This is an optimization exercise on Yosys and OpenROAD, whose aim is small area, not a production implementation. The RTL was checked by simulation tests, not by an equivalence proof against the original design. No activity file was given, so power comes from the tool's default toggle rates.

alpha:
==> flow/design.v (excerpt) <==
module edfic_top #(
    parameter  int unsigned NrIrqs     = 16,
    parameter  int unsigned TsWidth    = 24,
    parameter  int unsigned TsClip     = 0,
    parameter  int unsigned BaseAddr   = 0,
    localparam int unsigned OutTsWidth = TsWidth + TsClip,
    localparam int unsigned IdWidth    = $clog2(NrIrqs)
) (
    input logic clk_i,
    input logic rst_ni,
    input  logic        cfg_req_i,
    input  logic        cfg_we_i,
    input  logic [31:0] cfg_addr_i,
    input  logic [31:0] cfg_wdata_i,
    output logic [31:0] cfg_rdata_o,
    input  logic [63:0] mtime_i,
    input  logic [NrIrqs-1:0] irq_i,
    output logic [IdWidth-1:0] irq_id_o,
    input  logic [IdWidth-1:0] irq_id_i,
    output logic [OutTsWidth-1:0] irq_dl_o,
    output logic irq_valid_o,
    input  logic irq_ack_i
);
Size: ~830 flip-flops, roughly 210 I/O pins, ~59000 um^2 of cells after synthesis.
clock: 40.0 ns
lec_check: 0
cap_margin: 20
core_margin: 2
core_utilization: 65
cts_cluster_diameter: 80
cts_cluster_size: 30
place_density: 0.75
slew_margin: 20
run.sh (not shown) runs the stock make flow with config.mk's settings and CLKGATE_MAP_FILE= SYNTH_SCRIPT=/design/flow/synth_recipe.tcl, a recipe that flattens the netlist after the stock synthesis.
alpha finished every step from synthesis to the final layout, and the layout passed the timing, DRC and antenna checks.
## Diff of input files: beta against alpha
diff --git a/flow/config.mk b/flow/config.mk
--- a/flow/config.mk
+++ b/flow/config.mk
@@ -6,5 +6,5 @@
 export NUM_CORES = 4
 export LEC_CHECK = 0
-export CAP_MARGIN = 20
+export CAP_MARGIN = 0
 export CORE_MARGIN = 2
 export CORE_UTILIZATION = 65
@@ -12,3 +12,3 @@
 export CTS_CLUSTER_SIZE = 30
 export PLACE_DENSITY = 0.75
-export SLEW_MARGIN = 20
+export SLEW_MARGIN = 0
==> run summary <==
Out of beta and alpha, the only run to close with the timing, DRC and antenna checks passing was alpha. Compared alpha against beta; total power within noise. As far as number of antenna-violating nets in the routed design goes, beta and alpha are indistinguishable; the numbers are identical. Final critical-path share of the clock period: beta vs alpha up 0.92 points. Between beta and alpha, the difference in wire length the detailed router placed on met1 is negligible. Going from alpha to beta, via count grew slightly.
Input-level comparison between gamma and beta:
==> flow/flow/run.sh (new file) <==
#!/bin/bash
# Layout flow: the standard flow (standard.sh), with one change in
# synthesis: ABC maps the logic with an area-oriented script (area.abc)
# instead of ORFS's speed script. Everything else, including the
# synthesis steps before and after ABC and the register mapping, is
# synth_recipe.tcl unchanged.
set -euo pipefail
WORK=$(cd "$(dirname "${BASH_SOURCE[0]}")/.." && pwd)
cd "$WORK"

# synth_recipe.tcl, preceded by a wrapper that swaps abc's -script
{
  cat <<TCL
proc abc {args} {
  set i [lsearch -exact \$args -script]
  if {\$i >= 0} { set args [lreplace \$args [expr {\$i + 1}] [expr {\$i + 1}] {$WORK/flow/area.abc}] }
  yosys abc {*}\$args
}
TCL
  cat synth_recipe.tcl
} > area_synth.tcl

grep -q 'SYNTH_SCRIPT=' standard.sh
sed "s|SYNTH_SCRIPT=[^ ]*|SYNTH_SCRIPT=$WORK/area_synth.tcl|" standard.sh > area_standard.sh

# the whole ORFS run's output; each step's own log is under orfs/logs/
bash area_standard.sh > "$WORK/flow_make.log" 2>&1
==> flow/flow/area.abc (new file) <==
strash
&get -n
&st
&dch
&nf -a
&put
topo
stime -c
buffer -c
upsize -c
dnsize -c
==> flow/standard.sh (new file) <==
#!/bin/bash
# synth_recipe.tcl (not shown) runs the flow's synth.tcl, then flattens the netlist and writes it again
# the make line also repeats each setting of config.mk as NAME=value (left out here)
make -C /OpenROAD-flow-scripts/flow DESIGN_CONFIG=/design/flow/config.mk WORK_HOME=/design/flow/orfs CLKGATE_MAP_FILE= SYNTH_SCRIPT=/design/flow/synth_recipe.tcl "${@:-finish}"
removed: flow/run.sh
==> comparison <==
The internal portion of total power was comparable across beta and gamma. beta finished all stages; however, its layout fails the closing checks, the failures being max-capacitance violations, max-slew violations. gamma was carried through to the last stage, and its layout satisfied the timing, DRC and antenna checks. Number of buffers outside the clock class in the layout (lower): gamma. Going from beta to gamma, last weighted congestion value of the routability-driven placer shrank by more than 10%. Share of the yosys chip area belonging to registers on gamma is up relative to beta. Re die area: gamma is 9200 um^2 down on beta.

==> separate check: timing with driven ports <==
The results above use ideal ports. As a check the final layouts listed here were re-extracted and re-timed, cells and wires unchanged.
Step 1: set_driving_cell puts a clkbuf_16 on clk_i and a buf_2 on each other input, an assumption about the parent block.
Step 2 times the ports against the registers' clock, not the clock port: input delays grow and output delays shrink by t, the midpoint of the rising clock arrivals with the driver on.
Slacks: no drivers / after step 1 / after step 2; pairs: no drivers / after step 1.
run	t (ns)	slack for setup (ns)	worst setup path after step 2	worst slew at a driven data input, ns	cell pins on the clock port's net
alpha	0.712	5.669 / 5.651 / 5.651	input to output	0.21	1
beta	0.707	5.301 / 5.282 / 5.282	input to output	0.23	1
gamma	0.708	1.781 / 1.754 / 1.754	input to output	0.10	1
The setup slack of gamma, which loses most, moves by -0.027 ns with the drivers and by -0.027 ns with both steps.
